Source: an optimization exercise on an open RTL-to-GDS flow (aim: small area). Production flows keep margins and buffers that such runs may drop. Only simulation tests tie the RTL to the original design; equivalence was not proved. Power is estimated from default activity; no workload was simulated.

==> run H: inputs <==
Design aqueduct_codec, start of the top module:
module aqueduct_codec(
    input         clk,
    input         rst,
    input  [63:0] s_axis_tdata,
    input   [7:0] s_axis_tkeep,
    input   [7:0] s_axis_tuser,
    input   [7:0] s_axis_tdest,
    input         s_axis_tlast,
    input         s_axis_tvalid,
    output        s_axis_tready,
    input         s_pause,
    input         s_send_pause,
    input         rx_almost_full,
    input         rx_almost_empty,
    output [63:0] tx_payload,
    output  [1:0] tx_header,
    input  [63:0] rx_payload,
    input   [1:0] rx_header,
    input         rx_valid,
    output [63:0] m_axis_tdata,
    output  [7:0] m_axis_tkeep,
    output  [7:0] m_axis_tuser,
    output  [7:0] m_axis_tdest,
    output        m_axis_tlast,
    output        m_axis_tvalid,
    output        m_error,
    output        m_pause,
    output        m_unpause,
    output  [7:0] m_pause_src
);
==> flow/config.mk <==
export PLATFORM = sky130hd
export DESIGN_NAME = aqueduct_codec
export DESIGN_NICKNAME = aqueduct_codec
export VERILOG_FILES = /design/flow/design.v
export SDC_FILE = /design/flow/constraint.sdc
export NUM_CORES = 4
export LEC_CHECK = 0
export CAP_MARGIN = 20
export CORE_MARGIN = 2
export CORE_UTILIZATION = 65
export CTS_BUF_LIST = sky130_fd_sc_hd__clkbuf_16
export CTS_CLUSTER_DIAMETER = 150
export CTS_CLUSTER_SIZE = 28
export SLEW_MARGIN = 20
==> flow/constraint.sdc <==
create_clock -name core_clock -period 4.5 [get_ports {clk}]
set_input_delay 0.9000 -clock core_clock [delete_from_list [all_inputs] [get_ports {clk}]]
set_output_delay 0.9000 -clock core_clock [all_outputs]
set_load 0.01 [all_outputs]
standard.sh (not shown) runs the stock make flow with config.mk's settings and CLKGATE_MAP_FILE= SYNTH_SCRIPT=/design/flow/synth_recipe.tcl, a recipe that flattens the netlist after the stock synthesis.
==> flow/flow/run.sh <==
#!/bin/bash
# The standard layout with two changes:
#  - synthesis maps the logic with an area-oriented ABC script (flow/area.abc);
#    everything else in synthesis (registers, flattening, renaming) is the standard flow's own
#  - port buffers are made of the smallest buffer cell
set -euo pipefail
HERE=$(pwd)
FLOWDIR=$(cd "$(dirname "$0")" && pwd)
cp "$FLOWDIR/area.abc" "$HERE/area.abc"
{
  echo "proc abc {args} {"
  echo "  set i [lsearch -exact \$args -script]"
  echo "  if {\$i >= 0} { lset args [expr {\$i + 1}] $HERE/area.abc }"
  echo "  yosys abc {*}\$args"
  echo "}"
  cat "$HERE/synth_recipe.tcl"
} > "$HERE/area_synth.tcl"
sed "s#SYNTH_SCRIPT=[^ ]*#SYNTH_SCRIPT=$HERE/area_synth.tcl#" standard.sh > my_standard.sh
grep -q "SYNTH_SCRIPT=$HERE/area_synth.tcl" my_standard.sh
export BUFFER_PORTS_ARGS="-buffer_cell sky130_fd_sc_hd__buf_1"
bash my_standard.sh > flow_run.log 2>&1
==> flow/flow/area.abc <==
strash
&get -n
&fraig -x
&put
scorr
dc2
dretime
strash
&get -n
&deepsyn -T 60
&put
strash
&get -n
&dch -f
&nf -R 1000
&put
==> inputs of run C, as changes to run H <==
--- a/flow/design.v
+++ b/flow/design.v
@@ -93,12 +93,12 @@
     wire  [7:0] c_user  = c_beat[17:10];
     wire  [7:0] c_dest  = c_beat[9:2];
     wire        c_last  = c_beat[1];
     wire        c_valid = c_beat[0];
     reg        inject_pause_reg;
-    wire [23:0] tdata_temp = h_data[23:0];
-    wire  [2:0] tkeep_temp = h_keep[2:0];
+    reg [23:0] tdata_temp;
+    reg  [2:0] tkeep_temp;
     reg  [1:0] state;
     reg  [1:0] next_state;
     reg        tready_int;
     function [63:0] start_payload;
         input  [7:0] tkeep;
@@ -181,36 +181,36 @@
             b_keep <= s_axis_tkeep;
             b_user <= s_axis_tuser;
             b_dest <= s_axis_tdest;
             b_last <= s_axis_tlast;
         end
-        h_data[63:24] <= c_data[63:24];
-        h_keep[7:3]   <= c_keep[7:3];
-        h_user        <= c_user;
-        h_dest        <= c_dest;
-        h_last        <= c_last;
-        h_valid       <= c_valid;
-        if(c_valid && tready_reg)
-            h_data[23:0] <= b_data[23:0];
-        if(c_valid)
-            h_keep[2:0]  <= c_keep[2:0];
+        h_data  <= c_data;
+        h_keep  <= c_keep;
+        h_user  <= c_user;
+        h_dest  <= c_dest;
+        h_last  <= c_last;
+        h_valid <= c_valid;
+        if(c_valid) begin
+            tdata_temp <= c_data[23:0];
+            tkeep_temp <= c_keep[2:0];
+        end
     end
     always @(posedge clk_in) begin
         if(rst_in) begin
+            tready_reg       <= 1'b1;
             b_valid          <= 1'b0;
             inject_pause_reg <= 1'b0;
             state            <= START;
         end
         else begin
+            tready_reg       <= tready_int;
             if(tready_reg)
                 b_valid      <= s_axis_tvalid;
             inject_pause_reg <= inject_pause_in;
             state            <= next_state;
         end
     end
-    always @(posedge clk_in)
-        tready_reg <= tready_int;
 endmodule
 module payload_manager(
     input  [63:0] payload_in,
     input   [1:0] header_in,
     output [63:0] payload_out,
@@ -408,26 +408,26 @@
         prev_data <= payload_reg[39:0];
     end
     always @(posedge clk_in) begin
         if(rst_in) begin
             valid_reg        <= 1'b0;
+            out_code         <= O_NONE;
             m_axis_tuser_reg <= 8'd0;
             m_axis_tdest_reg <= 8'd0;
+            pause_reg        <= 1'b0;
+            unpause_reg      <= 1'b0;
+            pause_src_reg    <= 8'd0;
             state            <= START;
         end
         else begin
             if(load_buf)
                 valid_reg    <= valid_in;
+            out_code         <= code_int;
             if(load_ud) begin
                 m_axis_tuser_reg <= payload_reg[55:48];
                 m_axis_tdest_reg <= payload_reg[47:40];
             end
-            state            <= next_state;
-        end
-    end
-    always @(posedge clk_in) begin
-            out_code         <= code_int;
             case(pause_sel)
                 2'd1: begin
                     pause_reg     <= &payload_reg[39:8];
                     unpause_reg   <= !(&payload_reg[39:8]);
                     pause_src_reg <= payload_reg[55:48];
@@ -441,10 +441,12 @@
                     pause_reg     <= 1'b0;
                     unpause_reg   <= 1'b0;
                     pause_src_reg <= 8'd0;
                 end
             endcase
+            state            <= next_state;
+        end
     end
     assign m_axis_tuser  = m_axis_tuser_reg;
     assign m_axis_tdest  = m_axis_tdest_reg;
     assign m_axis_tvalid = out_code[3:1] != 3'd0;
     assign m_error       = out_code == O_ERR;
==> flow/flow/run.sh (replaced) <==
#!/bin/bash
cp standard.sh standard_sh.log 2>/dev/null
export BUFFER_PORTS_ARGS="-buffer_cell sky130_fd_sc_hd__buf_1"
bash standard.sh > standard_run.log 2>&1
ABC_AREA = 1   (was not set)
CTS_CLUSTER_SIZE = 24   (was 28)
removed: flow/flow/area.abc
==> inputs of run P, as changes to run H <==
--- a/flow/design.v
+++ b/flow/design.v
@@ -93,12 +93,12 @@
     wire  [7:0] c_user  = c_beat[17:10];
     wire  [7:0] c_dest  = c_beat[9:2];
     wire        c_last  = c_beat[1];
     wire        c_valid = c_beat[0];
     reg        inject_pause_reg;
-    wire [23:0] tdata_temp = h_data[23:0];
-    wire  [2:0] tkeep_temp = h_keep[2:0];
+    reg [23:0] tdata_temp;
+    reg  [2:0] tkeep_temp;
     reg  [1:0] state;
     reg  [1:0] next_state;
     reg        tready_int;
     function [63:0] start_payload;
         input  [7:0] tkeep;
@@ -181,20 +181,20 @@
             b_keep <= s_axis_tkeep;
             b_user <= s_axis_tuser;
             b_dest <= s_axis_tdest;
             b_last <= s_axis_tlast;
         end
-        h_data[63:24] <= c_data[63:24];
-        h_keep[7:3]   <= c_keep[7:3];
-        h_user        <= c_user;
-        h_dest        <= c_dest;
-        h_last        <= c_last;
-        h_valid       <= c_valid;
-        if(c_valid && tready_reg)
-            h_data[23:0] <= b_data[23:0];
-        if(c_valid)
-            h_keep[2:0]  <= c_keep[2:0];
+        h_data  <= c_data;
+        h_keep  <= c_keep;
+        h_user  <= c_user;
+        h_dest  <= c_dest;
+        h_last  <= c_last;
+        h_valid <= c_valid;
+        if(c_valid) begin
+            tdata_temp <= c_data[23:0];
+            tkeep_temp <= c_keep[2:0];
+        end
     end
     always @(posedge clk_in) begin
         if(rst_in) begin
             b_valid          <= 1'b0;
             inject_pause_reg <= 1'b0;
==> flow/flow/area.abc (replaced) <==
strash
&get -n
&fraig -x
&put
scorr
dc2
dretime
strash
&get -n
&dch -f
&nf -R 1000
&put
strash
&get -n
&dch -f
&nf -R 1000
&put
==> comparison <==
Of run P and run H, run P has the higher count of clock-buffer cells in the layout (gap 1). The highest final cell count belongs to run C, the lowest to run H. Sequential cell count is the same in run C and run P. Via count: run C > run P > run H. In run P the non-clock buffer count is higher than in run C, by 18. The lowest critical path depth belongs to run H, the highest to run C. Against run P, the global-route usage of run H is lower by 3.7 points. The highest combinational power belongs to run C, the lowest to run H. Setup slack: run C > run P > run H. Synthesized area, lowest first: run H, run P, run C. Sequential share of layout area, highest first: run H, run P, run C.

---

==> inputs of v24 <==
RTL: one of the versions met above, not the one the previous note started from.
==> flow/config.mk <==
export PLATFORM = sky130hd
export DESIGN_NAME = aqueduct_codec
export DESIGN_NICKNAME = aqueduct_codec
export VERILOG_FILES = /design/flow/design.v
export SDC_FILE = /design/flow/constraint.sdc
export NUM_CORES = 4
export LEC_CHECK = 0
export CAP_MARGIN = 20
export CORE_MARGIN = 2
export CORE_UTILIZATION = 40
export SLEW_MARGIN = 20
==> flow/constraint.sdc <==
create_clock -name core_clock -period 4.5 [get_ports {clk}]
set_input_delay 0.9000 -clock core_clock [delete_from_list [all_inputs] [get_ports {clk}]]
set_output_delay 0.9000 -clock core_clock [all_outputs]
set_load 0.01 [all_outputs]
==> flow/flow/run.sh <==
#!/bin/bash
cp standard.sh standard_sh.log 2>/dev/null
export BUFFER_PORTS_ARGS="-buffer_cell sky130_fd_sc_hd__buf_1"
bash standard.sh > standard_run.log 2>&1
==> v3: changes against v24 <==
--- a/flow/design.v
+++ b/flow/design.v
@@ -191,29 +191,29 @@
         h_valid <= c_valid;
         if(c_valid) begin
             tdata_temp <= c_data[23:0];
             tkeep_temp <= c_keep[2:0];
         end
     end
     always @(posedge clk_in) begin
         if(rst_in) begin
-            tready_reg       <= 1'b1;
             b_valid          <= 1'b0;
             inject_pause_reg <= 1'b0;
             state            <= START;
         end
         else begin
-            tready_reg       <= tready_int;
             if(tready_reg)
                 b_valid      <= s_axis_tvalid;
             inject_pause_reg <= inject_pause_in;
             state            <= next_state;
         end
     end
+    always @(posedge clk_in)
+        tready_reg <= tready_int;
 endmodule
 module payload_manager(
     input  [63:0] payload_in,
     input   [1:0] header_in,
     output [63:0] payload_out,
     output  [1:0] header_out,
     output        valid_out
 );
@@ -405,32 +405,32 @@
             payload_reg <= payload_in;
             ctrl_reg    <= header_in == H_CTRL;
         end
         prev_data <= payload_reg[39:0];
     end
     always @(posedge clk_in) begin
         if(rst_in) begin
             valid_reg        <= 1'b0;
-            out_code         <= O_NONE;
             m_axis_tuser_reg <= 8'd0;
             m_axis_tdest_reg <= 8'd0;
-            pause_reg        <= 1'b0;
-            unpause_reg      <= 1'b0;
-            pause_src_reg    <= 8'd0;
             state            <= START;
         end
         else begin
             if(load_buf)
                 valid_reg    <= valid_in;
-            out_code         <= code_int;
             if(load_ud) begin
                 m_axis_tuser_reg <= payload_reg[55:48];
                 m_axis_tdest_reg <= payload_reg[47:40];
             end
+            state            <= next_state;
+        end
+    end
+    always @(posedge clk_in) begin
+            out_code         <= code_int;
             case(pause_sel)
                 2'd1: begin
                     pause_reg     <= &payload_reg[39:8];
                     unpause_reg   <= !(&payload_reg[39:8]);
                     pause_src_reg <= payload_reg[55:48];
                 end
                 2'd2: begin
                     pause_reg     <= &payload_in[39:8];
@@ -438,18 +438,16 @@
                     pause_src_reg <= payload_in[55:48];
                 end
                 default: begin
                     pause_reg     <= 1'b0;
                     unpause_reg   <= 1'b0;
                     pause_src_reg <= 8'd0;
                 end
             endcase
-            state            <= next_state;
-        end
     end
     assign m_axis_tuser  = m_axis_tuser_reg;
     assign m_axis_tdest  = m_axis_tdest_reg;
     assign m_axis_tvalid = out_code[3:1] != 3'd0;
     assign m_error       = out_code == O_ERR;
     assign pause_out     = pause_reg;
     assign unpause_out   = unpause_reg;
     assign pause_src_out = pause_src_reg;
==> flow/flow/run.sh (replaced) <==
#!/bin/bash
# The standard layout with two changes:
#  - synthesis maps the logic with an area-oriented ABC script (flow/area.abc);
#    everything else in synthesis (registers, flattening, renaming) is the standard flow's own
#  - port buffers are made of the smallest buffer cell
set -euo pipefail
HERE=$(pwd)
FLOWDIR=$(cd "$(dirname "$0")" && pwd)
cp "$FLOWDIR/area.abc" "$HERE/area.abc"
{
  echo "proc abc {args} {"
  echo "  set i [lsearch -exact \$args -script]"
  echo "  if {\$i >= 0} { lset args [expr {\$i + 1}] $HERE/area.abc }"
  echo "  yosys abc {*}\$args"
  echo "}"
  cat "$HERE/synth_recipe.tcl"
} > "$HERE/area_synth.tcl"
sed "s#SYNTH_SCRIPT=[^ ]*#SYNTH_SCRIPT=$HERE/area_synth.tcl#" standard.sh > my_standard.sh
grep -q "SYNTH_SCRIPT=$HERE/area_synth.tcl" my_standard.sh
export BUFFER_PORTS_ARGS="-buffer_cell sky130_fd_sc_hd__buf_1"
bash my_standard.sh > flow_run.log 2>&1
==> flow/flow/area.abc (new file) <==
strash
&get -n
&fraig -x
&put
scorr
dc2
dretime
strash
&get -n
&deepsyn -T 60
&put
strash
&get -n
&dch -f
&nf -R 1000
&put
- CORE_UTILIZATION: 40 -> 65
- CTS_BUF_LIST: not set -> sky130_fd_sc_hd__clkbuf_16
- CTS_CLUSTER_DIAMETER: not set -> 150
- CTS_CLUSTER_SIZE: not set -> 28
==> v34: changes against v24 <==
--- a/flow/design.v
+++ b/flow/design.v
@@ -191,29 +191,29 @@
         h_valid <= c_valid;
         if(c_valid) begin
             tdata_temp <= c_data[23:0];
             tkeep_temp <= c_keep[2:0];
         end
     end
     always @(posedge clk_in) begin
         if(rst_in) begin
-            tready_reg       <= 1'b1;
             b_valid          <= 1'b0;
             inject_pause_reg <= 1'b0;
             state            <= START;
         end
         else begin
-            tready_reg       <= tready_int;
             if(tready_reg)
                 b_valid      <= s_axis_tvalid;
             inject_pause_reg <= inject_pause_in;
             state            <= next_state;
         end
     end
+    always @(posedge clk_in)
+        tready_reg <= tready_int;
 endmodule
 module payload_manager(
     input  [63:0] payload_in,
     input   [1:0] header_in,
     output [63:0] payload_out,
     output  [1:0] header_out,
     output        valid_out
 );
@@ -405,32 +405,32 @@
             payload_reg <= payload_in;
             ctrl_reg    <= header_in == H_CTRL;
         end
         prev_data <= payload_reg[39:0];
     end
     always @(posedge clk_in) begin
         if(rst_in) begin
             valid_reg        <= 1'b0;
-            out_code         <= O_NONE;
             m_axis_tuser_reg <= 8'd0;
             m_axis_tdest_reg <= 8'd0;
-            pause_reg        <= 1'b0;
-            unpause_reg      <= 1'b0;
-            pause_src_reg    <= 8'd0;
             state            <= START;
         end
         else begin
             if(load_buf)
                 valid_reg    <= valid_in;
-            out_code         <= code_int;
             if(load_ud) begin
                 m_axis_tuser_reg <= payload_reg[55:48];
                 m_axis_tdest_reg <= payload_reg[47:40];
             end
+            state            <= next_state;
+        end
+    end
+    always @(posedge clk_in) begin
+            out_code         <= code_int;
             case(pause_sel)
                 2'd1: begin
                     pause_reg     <= &payload_reg[39:8];
                     unpause_reg   <= !(&payload_reg[39:8]);
                     pause_src_reg <= payload_reg[55:48];
                 end
                 2'd2: begin
                     pause_reg     <= &payload_in[39:8];
@@ -438,18 +438,16 @@
                     pause_src_reg <= payload_in[55:48];
                 end
                 default: begin
                     pause_reg     <= 1'b0;
                     unpause_reg   <= 1'b0;
                     pause_src_reg <= 8'd0;
                 end
             endcase
-            state            <= next_state;
-        end
     end
     assign m_axis_tuser  = m_axis_tuser_reg;
     assign m_axis_tdest  = m_axis_tdest_reg;
     assign m_axis_tvalid = out_code[3:1] != 3'd0;
     assign m_error       = out_code == O_ERR;
     assign pause_out     = pause_reg;
     assign unpause_out   = unpause_reg;
     assign pause_src_out = pause_src_reg;
==> flow/flow/run.sh (replaced) <==
#!/bin/bash
# The standard layout with two changes:
#  - synthesis maps the logic with an area-oriented ABC script (flow/area.abc);
#    everything else in synthesis (registers, flattening, renaming) is the standard flow's own
#  - port buffers are made of the smallest buffer cell
set -euo pipefail
HERE=$(pwd)
FLOWDIR=$(cd "$(dirname "$0")" && pwd)
cp "$FLOWDIR/area.abc" "$HERE/area.abc"
{
  echo "proc abc {args} {"
  echo "  set i [lsearch -exact \$args -script]"
  echo "  if {\$i >= 0} { lset args [expr {\$i + 1}] $HERE/area.abc }"
  echo "  yosys abc {*}\$args"
  echo "}"
  cat "$HERE/synth_recipe.tcl"
} > "$HERE/area_synth.tcl"
sed "s#SYNTH_SCRIPT=[^ ]*#SYNTH_SCRIPT=$HERE/area_synth.tcl#" standard.sh > my_standard.sh
grep -q "SYNTH_SCRIPT=$HERE/area_synth.tcl" my_standard.sh
export BUFFER_PORTS_ARGS="-buffer_cell sky130_fd_sc_hd__buf_1"
bash my_standard.sh > flow_run.log 2>&1
==> flow/flow/area.abc (new file) <==
strash
&get -n
&fraig -x
&put
scorr
dc2
dretime
strash
&get -n
&dch -f
&nf -R 1000
&put
strash
&get -n
&dch -f
&nf -R 1000
&put
- CORE_UTILIZATION: 40 -> 65
- CTS_BUF_LIST: not set -> sky130_fd_sc_hd__clkbuf_16
- CTS_CLUSTER_DIAMETER: not set -> 150
- CTS_CLUSTER_SIZE: not set -> 24
==> flow_metrics.tcl <==
set metrics [dict create \
    status "complete, no violations" \
    p_seq_frac 0.598 \
    multi_input_comb_cells 769 \
    inv_count 24 \
    slowest_delay_ps 500 \
    cp_num_buf_inv 3 \
    n_antenna_cell 1 \
    top_layer "met4" \
    final_cells 1819 \
    syn2layout_area_growth_pct 19.3 \
    worst_slack_ps 204 \
    worst-path-max-fanout 15 \
]
That was v34.
==> flow_metrics.tcl <==
set metrics [dict create \
    fp.dieH_um 145 \
    grt_util_met1 0.384 \
    slowest_delay_ps 390 \
    inv_count 29 \
    multi_input_comb_cells 563 \
    cp_num_buf_inv 3 \
    final_cells 1584 \
    grt_overflow 0 \
    status "complete, no violations" \
    p_seq_frac 0.628 \
    n_antenna_cell 1 \
    worst-path-max-fanout 10 \
    syn2layout_area_growth_pct 17.7 \
]
That was v3.
==> flow_metrics.tcl <==
set metrics [dict create \
    status "complete, no violations" \
    multi_input_comb_cells 893 \
    p_seq_frac 0.492 \
    inv_count 72 \
    slowest_delay_ps 580 \
    post_cts_buffers 0 \
    cp_num_buf_inv 1 \
    worst_slack_ps 216 \
    ff_latch_area_mm2 0.00888 \
    worst_pin_slew_ps 987 \
    drc_errors 0 \
    syn2layout_area_growth_pct 20.4 \
    final_cells 2267 \
]
That was v24.

-- re-timing with driven ports --
The results above use ideal ports. As a check the final layouts listed here were re-extracted and re-timed, cells and wires unchanged.
Step 1 assumes that a clkbuf_16 drives the clock port and a buf_2 every other input.
Step 2 times the ports against the registers' clock, not the clock port: input delays grow and output delays shrink by t, the midpoint of the rising clock arrivals with the driver on.
Three values: no drivers, after step 1, after step 2; two values: the first two.
run	shift t [ns]	setup slack, ns	hold slack, ns	slew at the worst register clock pin (ns)	worst slew at a driven data input, ns
run H	0.538	0.156 / 0.108 / 0.257	0.350 / 0.350 / 0.350	0.11 / 0.11	0.07
run C	0.561	0.351 / 0.302 / 0.753	0.348 / 0.348 / 0.348	0.10 / 0.10	0.07
run P	0.569	0.213 / 0.165 / 0.649	0.351 / 0.351 / 0.351	0.11 / 0.11	0.08
v24	0.600	0.216 / 0.163 / 0.669	0.339 / 0.339 / 0.339	0.06 / 0.06	0.08
v3	0.556	0.207 / 0.158 / 0.349	0.351 / 0.351 / 0.351	0.10 / 0.10	0.07
v34	0.563	0.204 / 0.157 / 0.663	0.343 / 0.343 / 0.343	0.10 / 0.10	0.08
After both steps every run listed still meets setup and hold.
